This design comes from an exercise in tuning for small area and a short achievable clock period on the open sky130 flow, not from production work. Only simulation tests tie the RTL to the original design; equivalence was not proved. Power is estimated from default activity; no workload was simulated.

===== design/flow/config.mk =====
export PLATFORM = sky130hd
export DESIGN_NAME = TEN_GIG_MAC_RX_PATH
export DESIGN_NICKNAME = TEN_GIG_MAC_RX_PATH
export VERILOG_FILES = /design/flow/design.v
export SDC_FILE = /design/flow/constraint.sdc
export NUM_CORES = 4
export LEC_CHECK = 0
export CAP_MARGIN = 20
export CORE_MARGIN = 2
export CORE_UTILIZATION = 40
export SLEW_MARGIN = 20

===== design/flow/constraint.sdc =====
create_clock -name core_clock -period 9.0 [get_ports {i_clk}]
set_input_delay 1.8000 -clock core_clock [delete_from_list [all_inputs] [get_ports {i_clk}]]
set_output_delay 1.8000 -clock core_clock [all_outputs]
set_load 0.01 [all_outputs]

===== design/flow/design.v =====
module CRC32_64bKEEP(
  input             i_clk       ,
  input             i_rst       ,
  input             i_en        ,
  input  [7 :0]     i_data      ,
  input  [7 :0]     i_data_1    ,
  input  [7 :0]     i_data_2    ,
  input  [7 :0]     i_data_3    ,
  input  [7 :0]     i_data_4    ,
  input  [7 :0]     i_data_5    ,
  input  [7 :0]     i_data_6    ,
  input  [7 :0]     i_data_7    ,
  output [31:0]     o_crc_8     , 
  output [31:0]     o_crc_1     , 
  output [31:0]     o_crc_2     , 
  output [31:0]     o_crc_3     , 
  output [31:0]     o_crc_4     , 
  output [31:0]     o_crc_5     , 
  output [31:0]     o_crc_6     , 
  output [31:0]     o_crc_7       
);
    reg  [31:0] crc;
    wire [7 :0] d[0:7];
    wire [31:0] c[0:7];
    wire [31:0] newcrc[0:7];
    reg  [31:0] ro_crc[0:7];
    assign o_crc_8 = ro_crc[7];
    assign o_crc_1 = ro_crc[0];
    assign o_crc_2 = ro_crc[1];
    assign o_crc_3 = ro_crc[2];
    assign o_crc_4 = ro_crc[3];
    assign o_crc_5 = ro_crc[4];
    assign o_crc_6 = ro_crc[5];
    assign o_crc_7 = ro_crc[6];
    assign d[0] = {i_data[0],i_data[1],i_data[2],i_data[3],i_data[4],i_data[5],i_data[6],i_data[7]}; 
    assign d[1] = {i_data_1[0],i_data_1[1],i_data_1[2],i_data_1[3],i_data_1[4],i_data_1[5],i_data_1[6],i_data_1[7]};
    assign d[2] = {i_data_2[0],i_data_2[1],i_data_2[2],i_data_2[3],i_data_2[4],i_data_2[5],i_data_2[6],i_data_2[7]};
    assign d[3] = {i_data_3[0],i_data_3[1],i_data_3[2],i_data_3[3],i_data_3[4],i_data_3[5],i_data_3[6],i_data_3[7]};
    assign d[4] = {i_data_4[0],i_data_4[1],i_data_4[2],i_data_4[3],i_data_4[4],i_data_4[5],i_data_4[6],i_data_4[7]};
    assign d[5] = {i_data_5[0],i_data_5[1],i_data_5[2],i_data_5[3],i_data_5[4],i_data_5[5],i_data_5[6],i_data_5[7]};
    assign d[6] = {i_data_6[0],i_data_6[1],i_data_6[2],i_data_6[3],i_data_6[4],i_data_6[5],i_data_6[6],i_data_6[7]};
    assign d[7] = {i_data_7[0],i_data_7[1],i_data_7[2],i_data_7[3],i_data_7[4],i_data_7[5],i_data_7[6],i_data_7[7]};
    assign c[0]  = crc;
genvar i ;
generate for(i = 0 ; i < 8 ; i = i + 1)
begin
    assign newcrc[i][0]  = i_en ? d[i][6] ^ d[i][0] ^ c[i][24] ^ c[i][30] : 'd0;
    assign newcrc[i][1]  = i_en ? d[i][7] ^ d[i][6] ^ d[i][1] ^ d[i][0] ^ c[i][24] ^ c[i][25] ^ c[i][30] ^ c[i][31]: 'd0;
    assign newcrc[i][2]  = i_en ? d[i][7] ^ d[i][6] ^ d[i][2] ^ d[i][1] ^ d[i][0] ^ c[i][24] ^ c[i][25] ^ c[i][26] ^ c[i][30] ^ c[i][31]: 'd0;
    assign newcrc[i][3]  = i_en ? d[i][7] ^ d[i][3] ^ d[i][2] ^ d[i][1] ^ c[i][25] ^ c[i][26] ^ c[i][27] ^ c[i][31]: 'd0;
    assign newcrc[i][4]  = i_en ? d[i][6] ^ d[i][4] ^ d[i][3] ^ d[i][2] ^ d[i][0] ^ c[i][24] ^ c[i][26] ^ c[i][27] ^ c[i][28] ^ c[i][30]: 'd0;
    assign newcrc[i][5]  = i_en ? d[i][7] ^ d[i][6] ^ d[i][5] ^ d[i][4] ^ d[i][3] ^ d[i][1] ^ d[i][0] ^ c[i][24] ^ c[i][25] ^ c[i][27] ^ c[i][28] ^ c[i][29] ^ c[i][30] ^ c[i][31]: 'd0;
    assign newcrc[i][6]  = i_en ? d[i][7] ^ d[i][6] ^ d[i][5] ^ d[i][4] ^ d[i][2] ^ d[i][1] ^ c[i][25] ^ c[i][26] ^ c[i][28] ^ c[i][29] ^ c[i][30] ^ c[i][31]: 'd0;
    assign newcrc[i][7]  = i_en ? d[i][7] ^ d[i][5] ^ d[i][3] ^ d[i][2] ^ d[i][0] ^ c[i][24] ^ c[i][26] ^ c[i][27] ^ c[i][29] ^ c[i][31]: 'd0;
    assign newcrc[i][8]  = i_en ? d[i][4] ^ d[i][3] ^ d[i][1] ^ d[i][0] ^ c[i][0] ^ c[i][24] ^ c[i][25] ^ c[i][27] ^ c[i][28]: 'd0;
    assign newcrc[i][9]  = i_en ? d[i][5] ^ d[i][4] ^ d[i][2] ^ d[i][1] ^ c[i][1] ^ c[i][25] ^ c[i][26] ^ c[i][28] ^ c[i][29]: 'd0;
    assign newcrc[i][10] = i_en ? d[i][5] ^ d[i][3] ^ d[i][2] ^ d[i][0] ^ c[i][2] ^ c[i][24] ^ c[i][26] ^ c[i][27] ^ c[i][29]: 'd0;
    assign newcrc[i][11] = i_en ? d[i][4] ^ d[i][3] ^ d[i][1] ^ d[i][0] ^ c[i][3] ^ c[i][24] ^ c[i][25] ^ c[i][27] ^ c[i][28]: 'd0;
    assign newcrc[i][12] = i_en ? d[i][6] ^ d[i][5] ^ d[i][4] ^ d[i][2] ^ d[i][1] ^ d[i][0] ^ c[i][4] ^ c[i][24] ^ c[i][25] ^ c[i][26] ^ c[i][28] ^ c[i][29] ^ c[i][30]: 'd0;
    assign newcrc[i][13] = i_en ? d[i][7] ^ d[i][6] ^ d[i][5] ^ d[i][3] ^ d[i][2] ^ d[i][1] ^ c[i][5] ^ c[i][25] ^ c[i][26] ^ c[i][27] ^ c[i][29] ^ c[i][30] ^ c[i][31]: 'd0;
    assign newcrc[i][14] = i_en ? d[i][7] ^ d[i][6] ^ d[i][4] ^ d[i][3] ^ d[i][2] ^ c[i][6] ^ c[i][26] ^ c[i][27] ^ c[i][28] ^ c[i][30] ^ c[i][31]: 'd0;
    assign newcrc[i][15] = i_en ? d[i][7] ^ d[i][5] ^ d[i][4] ^ d[i][3] ^ c[i][7] ^ c[i][27] ^ c[i][28] ^ c[i][29] ^ c[i][31]: 'd0;
    assign newcrc[i][16] = i_en ? d[i][5] ^ d[i][4] ^ d[i][0] ^ c[i][8] ^ c[i][24] ^ c[i][28] ^ c[i][29]: 'd0;
    assign newcrc[i][17] = i_en ? d[i][6] ^ d[i][5] ^ d[i][1] ^ c[i][9] ^ c[i][25] ^ c[i][29] ^ c[i][30]: 'd0;
    assign newcrc[i][18] = i_en ? d[i][7] ^ d[i][6] ^ d[i][2] ^ c[i][10] ^ c[i][26] ^ c[i][30] ^ c[i][31]: 'd0;
    assign newcrc[i][19] = i_en ? d[i][7] ^ d[i][3] ^ c[i][11] ^ c[i][27] ^ c[i][31]: 'd0;
    assign newcrc[i][20] = i_en ? d[i][4] ^ c[i][12] ^ c[i][28]: 'd0;
    assign newcrc[i][21] = i_en ? d[i][5] ^ c[i][13] ^ c[i][29]: 'd0;
    assign newcrc[i][22] = i_en ? d[i][0] ^ c[i][14] ^ c[i][24]: 'd0;
    assign newcrc[i][23] = i_en ? d[i][6] ^ d[i][1] ^ d[i][0] ^ c[i][15] ^ c[i][24] ^ c[i][25] ^ c[i][30]: 'd0;
    assign newcrc[i][24] = i_en ? d[i][7] ^ d[i][2] ^ d[i][1] ^ c[i][16] ^ c[i][25] ^ c[i][26] ^ c[i][31]: 'd0;
    assign newcrc[i][25] = i_en ? d[i][3] ^ d[i][2] ^ c[i][17] ^ c[i][26] ^ c[i][27]: 'd0;
    assign newcrc[i][26] = i_en ? d[i][6] ^ d[i][4] ^ d[i][3] ^ d[i][0] ^ c[i][18] ^ c[i][24] ^ c[i][27] ^ c[i][28] ^ c[i][30]: 'd0;
    assign newcrc[i][27] = i_en ? d[i][7] ^ d[i][5] ^ d[i][4] ^ d[i][1] ^ c[i][19] ^ c[i][25] ^ c[i][28] ^ c[i][29] ^ c[i][31]: 'd0;
    assign newcrc[i][28] = i_en ? d[i][6] ^ d[i][5] ^ d[i][2] ^ c[i][20] ^ c[i][26] ^ c[i][29] ^ c[i][30]: 'd0;
    assign newcrc[i][29] = i_en ? d[i][7] ^ d[i][6] ^ d[i][3] ^ c[i][21] ^ c[i][27] ^ c[i][30] ^ c[i][31]: 'd0;
    assign newcrc[i][30] = i_en ? d[i][7] ^ d[i][4] ^ c[i][22] ^ c[i][28] ^ c[i][31]: 'd0;
    assign newcrc[i][31] = i_en ? d[i][5] ^ c[i][23] ^ c[i][29]: 'd0;
    if(i > 0) begin
        assign c[i] = newcrc[i - 1];
    end
always@(posedge i_clk,posedge i_rst)
begin
  if(i_rst)
    ro_crc[i] <= 'd0;
  else 
    ro_crc[i] <= ~{
                  newcrc[i][0],newcrc[i][1],newcrc[i][2],newcrc[i][3],newcrc[i][4],newcrc[i][5],newcrc[i][6],newcrc[i][7],
                  newcrc[i][8],newcrc[i][9],newcrc[i][10],newcrc[i][11],newcrc[i][12],newcrc[i][13],newcrc[i][14],newcrc[i][15],
                  newcrc[i][16],newcrc[i][17],newcrc[i][18],newcrc[i][19],newcrc[i][20],newcrc[i][21],newcrc[i][22],newcrc[i][23],
                  newcrc[i][24],newcrc[i][25],newcrc[i][26],newcrc[i][27],newcrc[i][28],newcrc[i][29],newcrc[i][30],newcrc[i][31]
                  };
end
end
endgenerate
always@(posedge i_clk,posedge i_rst)
begin
  if(i_rst)
    crc <= 32'hffffffff;
  else if(!i_en)
    crc <= 32'hffffffff;
  else if(i_en)
    crc <= newcrc[7];
  else 
    crc <= crc;
end
endmodule
`timescale 1ns / 1ps
module MAC_RX_header(
    input           i_clk               ,
    input           i_rst               ,
    input  [63:0]   i_xgmii_rxd         ,
    input  [7 :0]   i_xgmii_rxc         ,
    output [63:0]   o_xgmii_rxd         ,
    output [7 :0]   o_xgmii_rxc         
);
reg  [63:0]         ri_xgmii_rxd        ;
reg  [7 :0]         ri_xgmii_rxc        ;
reg  [7 :0]         ri_xgmii_rxc_1d     ;
reg  [63:0]         ri_xgmii_rxd_1d     ;
reg  [63:0]         ro_xgmii_rxd        ;
reg  [7 :0]         ro_xgmii_rxc        ;
wire                w_sof               ;
wire                w_sof_local         ;
wire                w_eof               ;
assign o_xgmii_rxd = ro_xgmii_rxd       ;
assign o_xgmii_rxc = ro_xgmii_rxc       ;
assign w_sof = (ri_xgmii_rxc[7] && ri_xgmii_rxd[63:56] == 8'hFB) || 
               (ri_xgmii_rxc[3] && ri_xgmii_rxd[31:24] == 8'hFB) ;
assign w_sof_local = (ri_xgmii_rxc[7] && ri_xgmii_rxd[63:56] == 8'hFB) ? 0 : 1;
always@(posedge i_clk,posedge i_rst)
begin
    if(i_rst) begin
        ri_xgmii_rxd <= 'd0;
        ri_xgmii_rxc <= 'd0;
        ri_xgmii_rxc_1d <= 'd0;
        ri_xgmii_rxd_1d <= 'd0;
    end else begin
        ri_xgmii_rxd <= i_xgmii_rxd;
        ri_xgmii_rxc <= i_xgmii_rxc;
        ri_xgmii_rxc_1d <= ri_xgmii_rxc;
        ri_xgmii_rxd_1d <= ri_xgmii_rxd;
    end  
end
always@(posedge i_clk,posedge i_rst)
begin
    if(i_rst)   
        ro_xgmii_rxd <= 'd0;
    else if(w_sof && w_sof_local == 0)
        ro_xgmii_rxd <= {ri_xgmii_rxd[63:56],8'h55,ri_xgmii_rxd[55:8]};
    else if(w_sof && w_sof_local == 1)
        ro_xgmii_rxd <= {ri_xgmii_rxd[63:32],ri_xgmii_rxd[31:24],8'h55,ri_xgmii_rxd[23:8]};
    else 
        ro_xgmii_rxd <= {ri_xgmii_rxd_1d[7 :0],ri_xgmii_rxd[63:8]};
end
always@(posedge i_clk,posedge i_rst)
begin
    if(i_rst)   
        ro_xgmii_rxc <= 'd0;
    else if(w_sof && w_sof_local == 0)
        ro_xgmii_rxc <= ri_xgmii_rxc;
    else if(w_sof && w_sof_local == 1)
        ro_xgmii_rxc <= ri_xgmii_rxc;
    else 
        ro_xgmii_rxc <= {ri_xgmii_rxc_1d[0],ri_xgmii_rxc[7:1]};
end
endmodule
`timescale 1ns / 1ps
module TEN_GIG_MAC_RX#(
    parameter       P_SRC_MAC  = 48'h00_00_00_00_00_00   ,
    parameter       P_DST_MAC  = 48'h00_00_00_00_00_00   
)(
    input           i_clk               ,
    input           i_rst               ,
    input  [63:0]   i_xgmii_rxd         ,
    input  [7 :0]   i_xgmii_rxc         ,
    input  [47:0]   i_dynamic_src_mac   ,
    input           i_dynamic_src_valid ,
    input  [47:0]   i_dynamic_dst_mac   ,
    input           i_dynamic_dst_valid ,
    output [63:0]   m_axis_rdata        ,
    output [79:0]   m_axis_ruser        , 
    output [7 :0]   m_axis_rkeep        ,
    output          m_axis_rlast        ,
    output          m_axis_rvalid       ,
    output          o_crc_error         ,
    output          o_crc_valid         
);
localparam      P_FRAME_IDLE    = 8'h07 ,
                P_FRAME_START   = 8'hFB ,
                P_FRAME_END     = 8'hFD ,
                P_FRAME_EEROR   = 8'hFE ;
reg  [47:0]     ri_dynamic_src_mac      ;
reg  [47:0]     ri_dynamic_dst_mac      ;
reg  [63:0]     ri_xgmii_rxd        ;
reg  [7 :0]     ri_xgmii_rxc        ;
reg  [63:0]     ri_xgmii_rxd_1d     ;
reg  [7 :0]     ri_xgmii_rxc_1d     ;
reg  [63:0]     ri_xgmii_rxd_2d     ;
reg  [7 :0]     ri_xgmii_rxc_2d     ;
reg  [63:0]     rm_axis_rdata       ;
reg  [63:0]     rm_axis_rdata_1d    ;
reg  [79:0]     rm_axis_ruser       ;
reg  [7 :0]     rm_axis_rkeep       ;
reg  [7 :0]     rm_axis_rkeep_1d    ;
reg             rm_axis_rlast       ;
reg             rm_axis_rlast_1d    ;
reg             rm_axis_rvalid      ;
reg             rm_axis_rvalid_1d   ;
reg  [15:0]     r_data_len          ;
reg  [15:0]     r_recv_cnt          ;
reg             r_comma             ;
reg  [47:0]     r_dst_mac           ;
reg  [47:0]     r_src_mac           ;
reg  [15:0]     r_type              ;
reg             r_data_run          ; 
reg             r_data_run_1d       ;
reg             r_data_run_2d       ;
reg             r_data_run_3d       ;
reg             r_mac_check         ;
reg             r_sof               ;
reg             r_eof               ;
reg             r_eof_1d            ;
reg  [2 :0]     r_sof_location      ;
reg  [2 :0]     r_eof_location      ;
reg             r_crc_run           ; 
reg             r_crc_run_1d        ;
reg             r_crc_run_2d        ;
reg  [63:0]     r_crc_data          ;
reg  [7 :0]     r_crc_keep          ;
reg  [7 :0]     r_crc_keep_1d       ;
reg             r_crc_end           ;
reg             r_crc_en            ;
reg             r_crc_en_1d         ;
reg  [31:0]     r_crc_result        ;
reg             ro_crc_valid        ;
reg  [31:0]     r_crc_recv          ;
reg             ro_crc_error        ;
reg             r_crc_check         ;
reg             r_crc_out           ;
wire            w_sof               ;
wire            w_eof               ;
wire [2 :0]     w_sof_location      ;
wire [2 :0]     w_eof_location      ;
wire [31:0]     w_crc_8             ;
wire [31:0]     w_crc_1             ;
wire [31:0]     w_crc_2             ;
wire [31:0]     w_crc_3             ;
wire [31:0]     w_crc_4             ;
wire [31:0]     w_crc_5             ;
wire [31:0]     w_crc_6             ;
wire [31:0]     w_crc_7             ;
wire [31:0]     w_crc_recv          ;
CRC32_64bKEEP CRC32_64bKEEP_u0(
  .i_clk        (i_clk              ),
  .i_rst        (i_rst              ),
  .i_en         (r_crc_en           ),
  .i_data       (r_crc_data[63:56]  ),
  .i_data_1     (r_crc_data[55:48]  ),
  .i_data_2     (r_crc_data[47:40]  ),
  .i_data_3     (r_crc_data[39:32]  ),
  .i_data_4     (r_crc_data[31:24]  ),
  .i_data_5     (r_crc_data[23:16]  ),
  .i_data_6     (r_crc_data[15: 8]  ),
  .i_data_7     (r_crc_data[7 : 0]  ),
  .o_crc_8      (w_crc_8            ),
  .o_crc_1      (w_crc_1            ),
  .o_crc_2      (w_crc_2            ),
  .o_crc_3      (w_crc_3            ),
  .o_crc_4      (w_crc_4            ),
  .o_crc_5      (w_crc_5            ),
  .o_crc_6      (w_crc_6            ),
  .o_crc_7      (w_crc_7            ) 
);
assign m_axis_rdata  = rm_axis_rdata_1d ;
assign m_axis_ruser  = rm_axis_ruser    ;
assign m_axis_rkeep  = rm_axis_rkeep_1d ;
assign m_axis_rlast  = rm_axis_rlast_1d ;
assign m_axis_rvalid = rm_axis_rvalid_1d;
assign o_crc_valid   = ro_crc_valid     ;
assign o_crc_error   = ro_crc_error     ;
assign w_crc_recv = {r_crc_recv[7:0],r_crc_recv[15:8],r_crc_recv[23:16],r_crc_recv[31:24]};
assign w_sof =  ((ri_xgmii_rxd[63:56] == P_FRAME_START) && (ri_xgmii_rxc[7] == 1)) || 
                ((ri_xgmii_rxd[31:24] == P_FRAME_START) && (ri_xgmii_rxc[3] == 1));
assign w_sof_location = ((ri_xgmii_rxd[63:56] == P_FRAME_START) && (ri_xgmii_rxc[7] == 1)) ? 7 : 
                        ((ri_xgmii_rxd[31:24] == P_FRAME_START) && (ri_xgmii_rxc[3] == 1)) ? 3 :0;
assign w_eof =  ((ri_xgmii_rxd[63:56] == P_FRAME_END) && (ri_xgmii_rxc[7] == 1)) || 
                ((ri_xgmii_rxd[55:48] == P_FRAME_END) && (ri_xgmii_rxc[6] == 1)) ||
                ((ri_xgmii_rxd[47:40] == P_FRAME_END) && (ri_xgmii_rxc[5] == 1)) ||
                ((ri_xgmii_rxd[39:32] == P_FRAME_END) && (ri_xgmii_rxc[4] == 1)) ||
                ((ri_xgmii_rxd[31:24] == P_FRAME_END) && (ri_xgmii_rxc[3] == 1)) ||
                ((ri_xgmii_rxd[23:16] == P_FRAME_END) && (ri_xgmii_rxc[2] == 1)) ||
                ((ri_xgmii_rxd[15: 8] == P_FRAME_END) && (ri_xgmii_rxc[1] == 1)) ||
                ((ri_xgmii_rxd[7 : 0] == P_FRAME_END) && (ri_xgmii_rxc[0] == 1));
assign w_eof_location = ((ri_xgmii_rxd[63:56] == P_FRAME_END) && (ri_xgmii_rxc[7] == 1)) ? 7 : 
                        ((ri_xgmii_rxd[55:48] == P_FRAME_END) && (ri_xgmii_rxc[6] == 1)) ? 6 :
                        ((ri_xgmii_rxd[47:40] == P_FRAME_END) && (ri_xgmii_rxc[5] == 1)) ? 5 :
                        ((ri_xgmii_rxd[39:32] == P_FRAME_END) && (ri_xgmii_rxc[4] == 1)) ? 4 :
                        ((ri_xgmii_rxd[31:24] == P_FRAME_END) && (ri_xgmii_rxc[3] == 1)) ? 3 :
                        ((ri_xgmii_rxd[23:16] == P_FRAME_END) && (ri_xgmii_rxc[2] == 1)) ? 2 :
                        ((ri_xgmii_rxd[15: 8] == P_FRAME_END) && (ri_xgmii_rxc[1] == 1)) ? 1 :
                        ((ri_xgmii_rxd[7 : 0] == P_FRAME_END) && (ri_xgmii_rxc[0] == 1)) ? 0 : 0;
always @(posedge i_clk or posedge i_rst)begin
    if(i_rst)
        ri_dynamic_src_mac <= P_SRC_MAC;
    else if(i_dynamic_src_valid)
        ri_dynamic_src_mac <= i_dynamic_src_mac;
    else
        ri_dynamic_src_mac <= ri_dynamic_src_mac;
end
always @(posedge i_clk or posedge i_rst)begin
    if(i_rst)
        ri_dynamic_dst_mac <= P_DST_MAC;
    else if(i_dynamic_dst_valid)
        ri_dynamic_dst_mac <= i_dynamic_dst_mac;
    else
        ri_dynamic_dst_mac <= ri_dynamic_dst_mac;
end
always @(posedge i_clk or posedge i_rst)begin
    if(i_rst)begin
        ri_xgmii_rxd    <= 'd0;
        ri_xgmii_rxc    <= 'd0;
        ri_xgmii_rxd_1d <= 'd0;
        ri_xgmii_rxc_1d <= 'd0;
        ri_xgmii_rxd_2d <= 'd0;
        ri_xgmii_rxc_2d <= 'd0;
        r_eof_1d <= 'd0;
    end
    else begin
        ri_xgmii_rxd    <= i_xgmii_rxd      ;
        ri_xgmii_rxc    <= i_xgmii_rxc      ;
        ri_xgmii_rxd_1d <= ri_xgmii_rxd     ;
        ri_xgmii_rxc_1d <= ri_xgmii_rxc     ;
        ri_xgmii_rxd_2d <= ri_xgmii_rxd_1d;
        ri_xgmii_rxc_2d <= ri_xgmii_rxc_1d;
        r_eof_1d <= r_eof;
    end
end
always @(posedge i_clk or posedge i_rst)begin
    if(i_rst)begin
        r_sof           <= 'd0;
        r_sof_location  <= 'd0;
    end
    else if(w_sof)begin
        r_sof           <= w_sof            ;
        r_sof_location  <= w_sof_location   ;
    end
    else begin
        r_sof           <= 'd0            ;
        r_sof_location  <= r_sof_location   ;
    end
end
always @(posedge i_clk or posedge i_rst)begin
    if(i_rst)begin
        r_eof           <= 'd0;
        r_eof_location  <= 'd0;
    end
    else if(w_eof)begin
        r_eof           <= w_eof            ;
        r_eof_location  <= w_eof_location   ;
    end
    else begin
        r_eof           <= 'd0            ;
        r_eof_location  <= r_eof_location   ;    
    end
end 
always @(posedge i_clk or posedge i_rst)begin
    if(i_rst)
        r_comma <= 'd0;
    else if(r_eof)
        r_comma <= 'd0;
    else if((r_sof_location == 7) && (ri_xgmii_rxd_1d[55:0] == 56'h55_5555_5555_5555) && (ri_xgmii_rxd[63:56] == 8'hd5))
        r_comma <= 'd1;
    else if((r_sof_location == 3) && (ri_xgmii_rxd_1d[23:0] == 24'h55_5555) && (ri_xgmii_rxd[63:24] == 40'h55_5555_55d5))
        r_comma <= 'd1;
    else
        r_comma <= r_comma;
end
always @(posedge i_clk or posedge i_rst)begin
    if(i_rst)
        r_recv_cnt <= 'd0;
    else if(r_eof)
        r_recv_cnt <= 'd0;
    else if(r_sof | r_recv_cnt)
        r_recv_cnt <= r_recv_cnt + 'd1;
    else
        r_recv_cnt <= r_recv_cnt;
end
always @(posedge i_clk or posedge i_rst)begin
    if(i_rst)
        r_dst_mac <= 'd0;
    else if(r_sof_location == 7 && r_recv_cnt == 1)
        r_dst_mac <= ri_xgmii_rxd_1d[55:8];
    else if(r_sof_location == 3 && r_recv_cnt == 1)
        r_dst_mac <= {ri_xgmii_rxd_1d[23:0],ri_xgmii_rxd[63:40]};
    else
        r_dst_mac <= r_dst_mac;
end
always @(posedge i_clk or posedge i_rst)begin
    if(i_rst)
        r_src_mac <= 'd0;
    else if(r_sof_location == 7 && r_recv_cnt == 1)
        r_src_mac <= {ri_xgmii_rxd_1d[7:0],ri_xgmii_rxd[63:24]};
    else if(r_sof_location == 3 && r_recv_cnt == 2)
        r_src_mac <= {ri_xgmii_rxd_1d[39:0],ri_xgmii_rxd[63:56]};
    else
        r_src_mac <= r_src_mac;
end
always @(posedge i_clk or posedge i_rst)begin
    if(i_rst)
        r_type <= 'd0;
    else if(r_sof_location == 7 && r_recv_cnt == 2)
        r_type <= ri_xgmii_rxd_1d[23:8];
    else if(r_sof_location == 3 && r_recv_cnt == 3)
        r_type <= ri_xgmii_rxd_1d[55:40];
    else
        r_type <= r_type;
end
always @(posedge i_clk or posedge i_rst)begin
    if(i_rst)
        r_mac_check <= 'd0;
    else if(r_dst_mac == 48'hff_ff_ff_ff_ff_ff && r_recv_cnt == 2)
        r_mac_check <= 'd1;
    else if(r_dst_mac == ri_dynamic_src_mac && r_recv_cnt == 2)
        r_mac_check <= 'd1;
    else if(r_dst_mac != ri_dynamic_src_mac && r_recv_cnt == 2)
        r_mac_check <= 'd0;
    else
        r_mac_check <= r_mac_check;
end
always @(posedge i_clk or posedge i_rst)begin
    if(i_rst)
        r_crc_run <= 'd0;
    else if(r_sof_location == 7 && w_eof && w_eof_location >= 2)
        r_crc_run <= 'd0;
    else if(r_sof_location == 7 && r_eof && r_eof_location < 2)
        r_crc_run <= 'd0;
    else if(r_sof_location == 3 && w_eof && w_eof_location >= 6)
        r_crc_run <= 'd0;
    else if(r_sof_location == 3 && r_eof && r_eof_location < 6)
        r_crc_run <= 'd0;
    else if(r_sof && (r_sof_location == 7 || r_sof_location == 3))
        r_crc_run <= 'd1;
    else
        r_crc_run <= r_crc_run;
end
always @(posedge i_clk or posedge i_rst)begin
    if(i_rst)begin
        r_crc_run_1d <= 'd0;
        r_crc_run_2d <= 'd0;
    end
    else begin
        r_crc_run_1d <= r_crc_run   ;
        r_crc_run_2d <= r_crc_run_1d;
    end
end
always @(posedge i_clk or posedge i_rst)begin
    if(i_rst)
        r_crc_data <= 'd0;
    else if(r_sof_location == 7 && r_crc_run)
        r_crc_data <= {ri_xgmii_rxd_1d[55:0],ri_xgmii_rxd[63:56]};
    else if(r_sof_location == 3 && r_crc_run_1d)
        r_crc_data <= {ri_xgmii_rxd_2d[23:0],ri_xgmii_rxd_1d[63:24]};
    else
        r_crc_data <= 'd0;
end
always @(posedge i_clk or posedge i_rst)begin
    if(i_rst)
        r_crc_keep <= 8'b1111_1111;
    else if(r_sof_location == 7 && w_eof && w_eof_location >= 2)
        case (w_eof_location)
            7       : r_crc_keep <= 8'b1110_0000;
            6       : r_crc_keep <= 8'b1111_0000;
            5       : r_crc_keep <= 8'b1111_1000;
            4       : r_crc_keep <= 8'b1111_1100;
            3       : r_crc_keep <= 8'b1111_1110;
            2       : r_crc_keep <= 8'b1111_1111;
            default : r_crc_keep <= 8'b1111_1111;
        endcase
    else if(r_sof_location == 7 && r_eof && r_eof_location < 2)
        case (r_eof_location)
            1       : r_crc_keep <= 8'b1000_0000;
            0       : r_crc_keep <= 8'b1100_0000;
            default : r_crc_keep <= 8'b1111_1111;
    endcase
    else if(r_sof_location == 3 && w_eof && w_eof_location >= 6)
        case (w_eof_location)
            7       : r_crc_keep <= 8'b1111_1110; 
            6       : r_crc_keep <= 8'b1111_1111; 
            default : r_crc_keep <= 8'b1111_1111;
        endcase
    else if(r_sof_location == 3 && r_eof && r_eof_location < 6)
        case (r_eof_location)
            5       : r_crc_keep <= 8'b1000_0000;
            4       : r_crc_keep <= 8'b1100_0000;
            3       : r_crc_keep <= 8'b1110_0000;
            2       : r_crc_keep <= 8'b1111_0000;
            1       : r_crc_keep <= 8'b1111_1000;
            0       : r_crc_keep <= 8'b1111_1100;
            default : r_crc_keep <= 8'b1111_1111;
        endcase
    else
        r_crc_keep <= 8'b1111_1111;
end
always @(posedge i_clk or posedge i_rst)begin
    if(i_rst)
        r_crc_end <= 'd0;
    else if(r_sof_location == 7 && w_eof && w_eof_location >= 2)
        r_crc_end <= 'd1;
    else if(r_sof_location == 7 && r_eof && r_eof_location < 2)
        r_crc_end <= 'd1;
    else if(r_sof_location == 3 && w_eof && w_eof_location >= 6)
        r_crc_end <= 'd1;
    else if(r_sof_location == 3 && r_eof && r_eof_location < 6)
        r_crc_end <= 'd1;
    else
        r_crc_end <= 'd0;
end
always @(posedge i_clk or posedge i_rst)begin
    if(i_rst)
        r_crc_recv <= 'd0;
    else if(ro_crc_valid)
        r_crc_recv <= 'd0;
    else if(r_eof)
        case (r_eof_location)
            7       : r_crc_recv <= ri_xgmii_rxd_2d[31:0];
            6       : r_crc_recv <= {ri_xgmii_rxd_2d[23:0],ri_xgmii_rxd_1d[63:56]};
            5       : r_crc_recv <= {ri_xgmii_rxd_2d[15:0],ri_xgmii_rxd_1d[63:48]};
            4       : r_crc_recv <= {ri_xgmii_rxd_2d[7 :0],ri_xgmii_rxd_1d[63:40]};
            3       : r_crc_recv <= {ri_xgmii_rxd_1d[63:32]};
            2       : r_crc_recv <= {ri_xgmii_rxd_1d[55:24]};
            1       : r_crc_recv <= {ri_xgmii_rxd_1d[47:16]};
            0       : r_crc_recv <= {ri_xgmii_rxd_1d[39: 8]};
            default : r_crc_recv <= r_crc_recv;
        endcase
    else
        r_crc_recv <= r_crc_recv;
end
always @(posedge i_clk or posedge i_rst)begin
    if(i_rst)
        r_crc_en <= 'd0;
    else if(r_crc_end)
        r_crc_en <= 'd0;
    else if(r_sof_location == 7 && r_crc_run && !r_crc_run_1d)
        r_crc_en <= 'd1;
    else if(r_sof_location == 3 && r_crc_run_1d && !r_crc_run_2d)
        r_crc_en <= 'd1;
    else
        r_crc_en <= r_crc_en;
end
always @(posedge i_clk or posedge i_rst)begin
    if(i_rst)
        r_crc_en_1d <= 'd0;
    else
        r_crc_en_1d <= r_crc_en;
end
always @(posedge i_clk or posedge i_rst)begin
    if(i_rst)
        r_crc_keep_1d <= 'd0;
    else
        r_crc_keep_1d <= r_crc_keep;
end
always @(posedge i_clk or posedge i_rst)begin
    if(i_rst)
        r_crc_result <= 'd0;
    else if(!r_crc_en && r_crc_en_1d)
        case (r_crc_keep_1d)
            8'b1000_0000    : r_crc_result <= w_crc_1;
            8'b1100_0000    : r_crc_result <= w_crc_2;
            8'b1110_0000    : r_crc_result <= w_crc_3;
            8'b1111_0000    : r_crc_result <= w_crc_4;
            8'b1111_1000    : r_crc_result <= w_crc_5; 
            8'b1111_1100    : r_crc_result <= w_crc_6; 
            8'b1111_1110    : r_crc_result <= w_crc_7; 
            8'b1111_1111    : r_crc_result <= w_crc_8; 
            default         : r_crc_result <= 'd0; 
        endcase
    else
        r_crc_result <= 'd0;
end
always @(posedge i_clk or posedge i_rst)begin
    if(i_rst)
        r_crc_check <= 'd0;
    else if(!r_crc_en && r_crc_en_1d)
        r_crc_check <= 'd1;
    else
        r_crc_check <= 'd0;
end
always @(posedge i_clk or posedge i_rst)begin
    if(i_rst)
        ro_crc_error <= 'd0;
    else if(r_crc_check)
        ro_crc_error <= (r_crc_result == w_crc_recv) ? 'd0 : 'd1;
    else
        ro_crc_error <= 'd0;
end
always@(posedge i_clk,posedge i_rst)
begin
    if(i_rst)
        r_crc_out <= 'd0;
    else if(r_crc_check)
        r_crc_out <= 'd0;
    else if(rm_axis_rvalid)       
        r_crc_out <= 'd1;
    else    
        r_crc_out <= r_crc_out;
end
always @(posedge i_clk or posedge i_rst)begin
    if(i_rst)
        ro_crc_valid <= 'd0;
    else if(r_crc_check && r_crc_out)
        ro_crc_valid <= 'd1;
    else
        ro_crc_valid <= 'd0;
end
always @(posedge i_clk or posedge i_rst)begin
    if(i_rst)
        r_data_run <= 'd0;
    else if(r_eof_1d)
        r_data_run <= 'd0;
    else if(r_sof_location == 7 && r_recv_cnt == 1)
        r_data_run <= 'd1;
    else if(r_sof_location == 3 && r_recv_cnt == 2)
        r_data_run <= 'd1;
    else
        r_data_run <= r_data_run;
end
always @(posedge i_clk or posedge i_rst)begin
    if(i_rst)begin
        r_data_run_1d <= 'd0;
        r_data_run_2d <= 'd0;
        r_data_run_3d <= 'd0;
    end
    else begin
        r_data_run_1d <= r_data_run;
        r_data_run_2d <= r_data_run_1d;
        r_data_run_3d <= r_data_run_2d;
    end
end
always @(posedge i_clk or posedge i_rst)begin
    if(i_rst)
        rm_axis_rkeep <= 8'b1111_1111;
    else if(r_sof_location == 7 && w_eof && w_eof_location >= 4)
        case (w_eof_location)
            7       : rm_axis_rkeep <= 8'b1111_1000; 
            6       : rm_axis_rkeep <= 8'b1111_1100; 
            5       : rm_axis_rkeep <= 8'b1111_1110; 
            4       : rm_axis_rkeep <= 8'b1111_1111; 
            default : rm_axis_rkeep <= 8'b1111_1111;
        endcase
    else if(r_sof_location == 7 && r_eof && r_eof_location < 4)
        case (r_eof_location)
            3       : rm_axis_rkeep <= 8'b1000_0000;
            2       : rm_axis_rkeep <= 8'b1100_0000;
            1       : rm_axis_rkeep <= 8'b1110_0000;
            0       : rm_axis_rkeep <= 8'b1111_0000;
            default : rm_axis_rkeep <= 8'b1111_1111;
    endcase
    else if(r_sof_location == 3 && r_eof)
        case (r_eof_location)
            7       : rm_axis_rkeep <= 8'b1000_0000;
            6       : rm_axis_rkeep <= 8'b1100_0000;
            5       : rm_axis_rkeep <= 8'b1110_0000;
            4       : rm_axis_rkeep <= 8'b1111_0000;
            3       : rm_axis_rkeep <= 8'b1111_1000;
            2       : rm_axis_rkeep <= 8'b1111_1100;
            1       : rm_axis_rkeep <= 8'b1111_1110;
            0       : rm_axis_rkeep <= 8'b1111_1111;
            default : rm_axis_rkeep <= 8'b1111_1111;
        endcase
    else
        rm_axis_rkeep <= 8'b1111_1111;
end
always @(posedge i_clk or posedge i_rst)begin
    if(i_rst)
        rm_axis_rdata <= 'd0;
    else if(r_sof_location == 7 && r_data_run_1d)
        rm_axis_rdata <= {ri_xgmii_rxd_2d[7:0],ri_xgmii_rxd_1d[63:8]};
    else if(r_sof_location == 3 && r_data_run_1d)
        rm_axis_rdata <= {ri_xgmii_rxd_2d[39:0],ri_xgmii_rxd_1d[63:40]};
    else
        rm_axis_rdata <= 'd0;
end
always @(posedge i_clk or posedge i_rst)begin
    if(i_rst)
        rm_axis_rlast <= 'd0;
    else if(r_sof_location == 7 && w_eof && w_eof_location >= 4 && rm_axis_rvalid)
        rm_axis_rlast <= 'd1;
    else if(r_sof_location == 7 && r_eof && r_eof_location < 4 && rm_axis_rvalid)
        rm_axis_rlast <= 'd1;
    else if(r_sof_location == 3 && r_eof && rm_axis_rvalid)
        rm_axis_rlast <= 'd1;
    else
        rm_axis_rlast <= 'd0;
end
always @(posedge i_clk or posedge i_rst)begin
    if(i_rst)
        rm_axis_rlast_1d <= 'd0;
    else
        rm_axis_rlast_1d <= rm_axis_rlast; 
end
always @(posedge i_clk or posedge i_rst)begin
    if(i_rst)
        rm_axis_rvalid <= 'd0;
    else if(rm_axis_rlast)
        rm_axis_rvalid <= 'd0; 
    else if(r_data_run_1d && !r_data_run_2d && r_mac_check && r_comma)
        rm_axis_rvalid <= 'd1; 
    else
        rm_axis_rvalid <= rm_axis_rvalid;
end
always @(posedge i_clk or posedge i_rst)begin
    if(i_rst)
        rm_axis_rvalid_1d <= 'd0;
    else
        rm_axis_rvalid_1d <= rm_axis_rvalid; 
end
always @(posedge i_clk or posedge i_rst)begin
    if(i_rst)
        rm_axis_rdata_1d <= 'd0;
    else
        rm_axis_rdata_1d <= rm_axis_rdata;
end
always @(posedge i_clk or posedge i_rst)begin
    if(i_rst)
        rm_axis_rkeep_1d <= 'd0;
    else
        rm_axis_rkeep_1d <= rm_axis_rkeep;
end
always @(posedge i_clk or posedge i_rst)begin
    if(i_rst)
        rm_axis_ruser <= 'd0;
    else
        rm_axis_ruser <= {r_data_len + 16'd1,r_src_mac,r_type};
end
always @(posedge i_clk or posedge i_rst)begin
    if(i_rst)
        r_data_len <= 'd0;
    else if(rm_axis_rlast_1d)
        r_data_len <= 'd0;
    else if((r_data_run_2d && !r_data_run_3d) || r_data_len)
        r_data_len <= r_data_len + 1;
    else
        r_data_len <= r_data_len;
end
endmodule
`timescale 1ns / 1ps
module TEN_GIG_MAC_RX_PATH #(
    parameter       P_SRC_MAC  = 48'h01_02_03_04_05_06
)(
    input           i_clk               ,
    input           i_rst               ,
    input  [63:0]   i_xgmii_rxd         ,
    input  [7 :0]   i_xgmii_rxc         ,
    input  [47:0]   i_dynamic_src_mac   ,
    input           i_dynamic_src_valid ,
    output [63:0]   m_axis_rdata        ,
    output [79:0]   m_axis_ruser        ,
    output [7 :0]   m_axis_rkeep        ,
    output          m_axis_rlast        ,
    output          m_axis_rvalid       ,
    output          o_crc_error         ,
    output          o_crc_valid
);
wire [63:0]     w_xgmii_rxd         ;
wire [7 :0]     w_xgmii_rxc         ;
wire [63:0]     w_xgmii_rxd_7h55    ;
wire [7 :0]     w_xgmii_rxc_7h55    ;
assign w_xgmii_rxd   = {i_xgmii_rxd[7 :0],i_xgmii_rxd[15:8],i_xgmii_rxd[23:16],i_xgmii_rxd[31:24],
                        i_xgmii_rxd[39:32],i_xgmii_rxd[47:40],i_xgmii_rxd[55:48],i_xgmii_rxd[63:56]};
assign w_xgmii_rxc   = {i_xgmii_rxc[0],i_xgmii_rxc[1],i_xgmii_rxc[2],i_xgmii_rxc[3],
                        i_xgmii_rxc[4],i_xgmii_rxc[5],i_xgmii_rxc[6],i_xgmii_rxc[7]};
MAC_RX_header MAC_RX_header_u0(
    .i_clk                  (i_clk                  ),
    .i_rst                  (i_rst                  ),
    .i_xgmii_rxd            (w_xgmii_rxd            ),
    .i_xgmii_rxc            (w_xgmii_rxc            ),
    .o_xgmii_rxd            (w_xgmii_rxd_7h55       ),
    .o_xgmii_rxc            (w_xgmii_rxc_7h55       )
);
TEN_GIG_MAC_RX#(
    .P_SRC_MAC              (P_SRC_MAC          ),
    .P_DST_MAC              (48'h00_00_00_00_00_00)
) TEN_GIG_MAC_RX_u0(
    .i_clk                  (i_clk              ),
    .i_rst                  (i_rst              ),
    .i_dynamic_src_mac      (i_dynamic_src_mac  ),
    .i_dynamic_src_valid    (i_dynamic_src_valid),
    .i_dynamic_dst_mac      (48'd0              ),
    .i_dynamic_dst_valid    (1'b0               ),
    .i_xgmii_rxd            (w_xgmii_rxd_7h55   ),
    .i_xgmii_rxc            (w_xgmii_rxc_7h55   ),
    .m_axis_rdata           (m_axis_rdata       ),
    .m_axis_ruser           (m_axis_ruser       ),
    .m_axis_rkeep           (m_axis_rkeep       ),
    .m_axis_rlast           (m_axis_rlast       ),
    .m_axis_rvalid          (m_axis_rvalid      ),
    .o_crc_error            (o_crc_error        ),
    .o_crc_valid            (o_crc_valid        )
);
endmodule

===== design/flow/run.sh =====
#!/bin/bash
# synth_recipe.tcl (not shown) runs the flow's synth.tcl, then flattens the netlist and writes it again
# the make line also repeats each setting of config.mk as NAME=value (left out here)
make -C /OpenROAD-flow-scripts/flow DESIGN_CONFIG=/design/flow/config.mk WORK_HOME=/design/flow/orfs CLKGATE_MAP_FILE= SYNTH_SCRIPT=/design/flow/synth_recipe.tcl finish

==> metrics.md <==
| Metric | Value |
|---|---|
| Critical path class | register to register |
| Syn avg cell area | 12.5 um2 |
| Crit Path Max Fanout | 9 |
| Yosys synthesis warning count | 4 |
| Min-Delay Path Depth | 0 |
| Synth unique cells | between 80 and 90 |
| Number of synthesized flops with an enable pin | 0 |
| Post-synth ARST share | 1.00 |
| Largest net degree at the start of global routing | between 150 and 200 |
| Status | timing/DRC/antenna clean |
| CP dominant cell by count | xnor2_1 |
| PD cells | approximately 270 nW/um2 |
| Global route overflow | 0 |
| Max clock buf depth | 3 |
| Worst relative slew slack | 0.151 |
| CTS tree | built |
| Worst Path Required | between 9 and 10 ns |
| Hold Path Origin | MAC_RX_header_u0.ri_xgmii_rxd[4] |
| Worst-Margin Slew | 1.26 ns |
| Setup bufs post-CTS | 0 |
| Clock-pin slew of the registers on the worst-case setup and hold paths | 0.06 ns |
| Register area share after synthesis | 0.549 |
| Fmax | ~110 MHz |
| Min-delay worst type | register to register |
| R2r startpoint | TEN_GIG_MAC_RX_u0.r_crc_data[57] |
| Reg2Reg Depth | 23 |
| Via count | roughly 36000 |
| Area Growth Syn to Fin | 17.7% |
| Hold Path Sink | MAC_RX_header_u0.ri_xgmii_rxd_1d[4] |
| Worst IR drop on VDD | 0.189 mV |
| Drt pass-1 iters | 11 |
| Initial antenna violation count | 13 |
| Die ar. | approximately 140000 um2 |
| Worst slack at placement | between 0.3 and 0.4 ns |
| Die Y-Extent | roughly 370 um |
| Crit-path leading delay family | XOR/XNOR gates |
| H-tree levels | 4 |
| Antenna viol nets, final | 0 |
| Vias per inst | about 5.5 |
| CP startpoint kind | register |
| Worst-skew pair later-pin latency | around 0.8 ns |
| Final hold vios | 0 |
| Critical path, cell by cell | xnor2_4 > xnor3_2 > xnor3_1 > xnor2_1 > mux2_4 > xnor2_2 > xnor2_1 > nand2_1 > xnor2_1 > xor3_1 > xnor2_1 > xnor3_1 > nand2b_4 > xor3_2 > xnor2_4 > mux2i_1 > xnor2_1 > xnor2_1 > nand2b_4 > xor3_2 > xor2_2 > xnor3_1 > or2_1 |
| LEAKAGE | around 28 nW |
| Tmin final | approximately 8.9 ns |
| Period utilization | 0.984 |
| Fin cells | 6537 |
| Clock Sinks | 1202 |
| Starting Density | 0.405 |
| Slowest stage delay, CP | roughly 0.54 ns |
| Prevailing post-synth register cell | dfrtp_1 |
| CP startpoint | TEN_GIG_MAC_RX_u0.r_crc_data[57] |
| Core footprint | approximately 140000 um2 |
| Clk_skew | approximately 0.043 ns |
| CTS resizes | 0 |
| RR Endpoint | TEN_GIG_MAC_RX_u0.CRC32_64bKEEP_u0.ro_crc[7][18] |
| NumNets Final | about 4800 |
| Worst Path Buf+Inv | 0 |
| Total power | between 0.015 and 0.02 W |
| Post-Syn Area | 54900 um2 |
| Yosys reg bits | ~1200 |
| Setup crit end kind | register |
| IO Pins | ~280 |
| Hold Buf Count CTS | 0 |
| Clock Tree Root | clkbuf_16 |
| Vias in the first global route | around 36000 |
| CTS Buf Count | around 130 |
| Setup violations, final | 0 |
| Share of cells above drive strength 1 | 0.134 |
| Final setup margin | around 0.14 ns |
| Cell Rows | between 100 and 150 |
| Routed WL | approximately 190 mm |
| FF-to-FF setup slack | ~0.14 ns |
| Max Cap Viol | 0 |
| RSZ-0062 raised after global routing | no |
| Placed cells | 6288 |
| DRC viols | 0 |
| Critical-path top delay cell | xnor3_2 |
| Fin Setup TNS | 0 ns |
| Worst EP arrival | about 9.5 ns |
| Final Wtd Congestion | between 0.9 and 1 |
| Post-synthesis net count | roughly 4500 |
| Slew Viols, Final | 0 |
| Post-Syn Instances | 4382 |
| Hpwl dp | 143 mm |
| First-pass GRT wire length | approximately 270 mm |
| Minimum hold slack | between 0.3 and 0.4 ns |
| PortBufs | 278 |
| WL/cell | between 20 and 30 um |
| Die width | roughly 370 um |
| 1st-iter DRT viols | between 4000 and 5000 |
| Total GRT Usage | 0.275 |
## cells in the mapped netlist (9+ instances only)
cell type     n  area share
buf_1        44      0.0030
xor3_1       38       0.016
xnor3_1     114       0.047
o21ai_0     105      0.0096
a221oi_1     26      0.0041
ha_1         10      0.0023
nor2_1      234       0.016
or3_1         9      0.0010
xnor2_4      15      0.0075
nor4bb_1      9      0.0016
nor2b_1      19      0.0022
mux2_2       88       0.018
xnor2_2      31      0.0092
nand3_1      34      0.0031
a22o_1      128       0.020
a31oi_1       9      0.0010
xor2_1      244       0.039
and2_1       21      0.0024
nand2b_1     58      0.0066
nor3_1       27      0.0025
a222oi_1     64       0.012
xnor2_1     464       0.074
or2_2        25      0.0028
a21oi_1     188       0.017
dfrtp_1    1147        0.52
inv_1        34      0.0023
nand4_1      47      0.0054
dfstp_2      55       0.026
and3_1       17      0.0019
nor4_1       44      0.0050
mux2i_1     216       0.039
xnor3_2      11      0.0048
nand2_1     431       0.029
xor2_2       13      0.0038
a22oi_1      33      0.0045
clkbuf_1    213       0.015
## flip-flops by register name, summed over array words and instances (netlist names), 64 cells and up
signal and flops:
TEN_GIG_MAC_RX_u0.CRC32_64bKEEP_u0.ro_crc 256, TEN_GIG_MAC_RX_u0.rm_axis_ruser 80, MAC_RX_header_u0.ri_xgmii_rxd 64, MAC_RX_header_u0.ro_xgmii_rxd 64
TEN_GIG_MAC_RX_u0.r_crc_data 64, TEN_GIG_MAC_RX_u0.ri_xgmii_rxd 64, TEN_GIG_MAC_RX_u0.ri_xgmii_rxd_1d 64, TEN_GIG_MAC_RX_u0.rm_axis_rdata 64
TEN_GIG_MAC_RX_u0.rm_axis_rdata_1d 64
## layer usage
metal / global-route usage / routed length (um) / up-vias
met5: 0 / 27 / -
met4: 0.110 / 8110 / 4
met3: 0.0590 / 16200 / 331
met2: 0.407 / 85500 / 1822
met1: 0.395 / 84600 / 18400
li1: - / - / 15500
## logic make-up after synthesis
| group | count (synthesis) | synth area share |
|---|---|---|
| AO/OA/AOI/OAI | 602 | 0.0759 |
| XOR/XNOR | 943 | 0.208 |
| adder cells (fa/ha/maj) | 10 | 0.00228 |
| buffers and inverters | 305 | 0.0212 |
| flip-flops | 1202 | 0.549 |
| multiplexers | 307 | 0.0584 |
| other | 1 | 0.0000683 |
| AND/OR/NAND/NOR | 1012 | 0.0859 |
## layout by cell type (no fill, tap or decap), types with 10 or more instances in the layout
cell and count:
xnor2_2 33, clkdlybuf4s50_1 277, ha_1 10, nor4_1 39
xnor3_1 114, xor2_1 244, a221oi_1 26, mux2i_1 216
o21ai_0 105, a222oi_1 64, nand3_1 33, inv_1 33
nor3_1 22, nand2_1 430, or2_2 25, a21oi_1 188
xnor2_1 462, nand2b_1 58, clkbuf_8 22, nor2_1 232
a22o_1 128, a22oi_1 33, and3_1 14, and2_1 18
dfstp_2 55, dfrtp_1 1142, xor2_2 13, bufinv_16 15
clkbuf_16 135, clkbuf_1 27, mux2_2 88, xnor2_4 15
nor2b_1 17, buf_12 10, nand4_1 47, xnor3_2 11
clkinv_2 18, buf_4 106, xor3_1 38
## worst max path at each step
stage,slack [ns],to,cells past startpoint
2_1_floorplan,-9.36,MAC_RX_header_u0.ri_xgmii_rxc[0],1
3_3_place_gp,0.33,TEN_GIG_MAC_RX_u0.CRC32_64bKEEP_u0.ro_crc[7][18],23
3_5_place_dp,0.31,TEN_GIG_MAC_RX_u0.CRC32_64bKEEP_u0.ro_crc[7][18],23
4_1_cts,0.28,TEN_GIG_MAC_RX_u0.CRC32_64bKEEP_u0.ro_crc[7][18],23
5_1_grt,0.04,TEN_GIG_MAC_RX_u0.CRC32_64bKEEP_u0.ro_crc[7][18],23
6_report,0.14,TEN_GIG_MAC_RX_u0.CRC32_64bKEEP_u0.ro_crc[7][18],23
## through the flow
step	area, um2	utilization
floorplan	54900	-
finish	64700	0.476
CTS	64600	0.476
global route	64700	0.476
global placement	60000	0.442
detailed placement	60000	0.442
## report_power, final
group / internal (W) / switching [W]
logic: 0.00267 / 0.00324
clock network: 0.00341 / 0.00238
registers: 0.00569 / 0.000311
## area by class of cell
class	instances	area [um2]
fill	12200	71100
clock inverter	55	838
tap	1781	2230
inverter	37	143
sequential	1202	30200
multi-input combinational	2875	23700
clock buffer	184	3780
timing repair buffer	394	3770
antenna	9	22.5

## afterwards: timing with drivers on the ports
The flow's constraints put no driver on any port. The routed layout listed below was extracted and timed again, unchanged, in two steps.
Step 1 sets driving cells, clkbuf_16 on the clock port and buf_2 on the other inputs (assumed; they add their load-dependent delay and slew).
Step 2 times the ports against the registers' clock, not the clock port: input delays grow and output delays shrink by t, the midpoint of the rising clock arrivals with the driver on.
Three values: ideal ports, drivers, drivers and shift; two values: the first two.
t (ns): 0.853
setup WS [ns]: 0.141 / 0.141 / 0.141
hold WS [ns]: 0.336 / 0.336 / 0.336
latest minus earliest clock arrival (ns): 0.048 / 0.048
After both steps this run still meets setup and hold. The setup slack of this run moves by 0.000 ns with the drivers and by 0.000 ns with both steps.
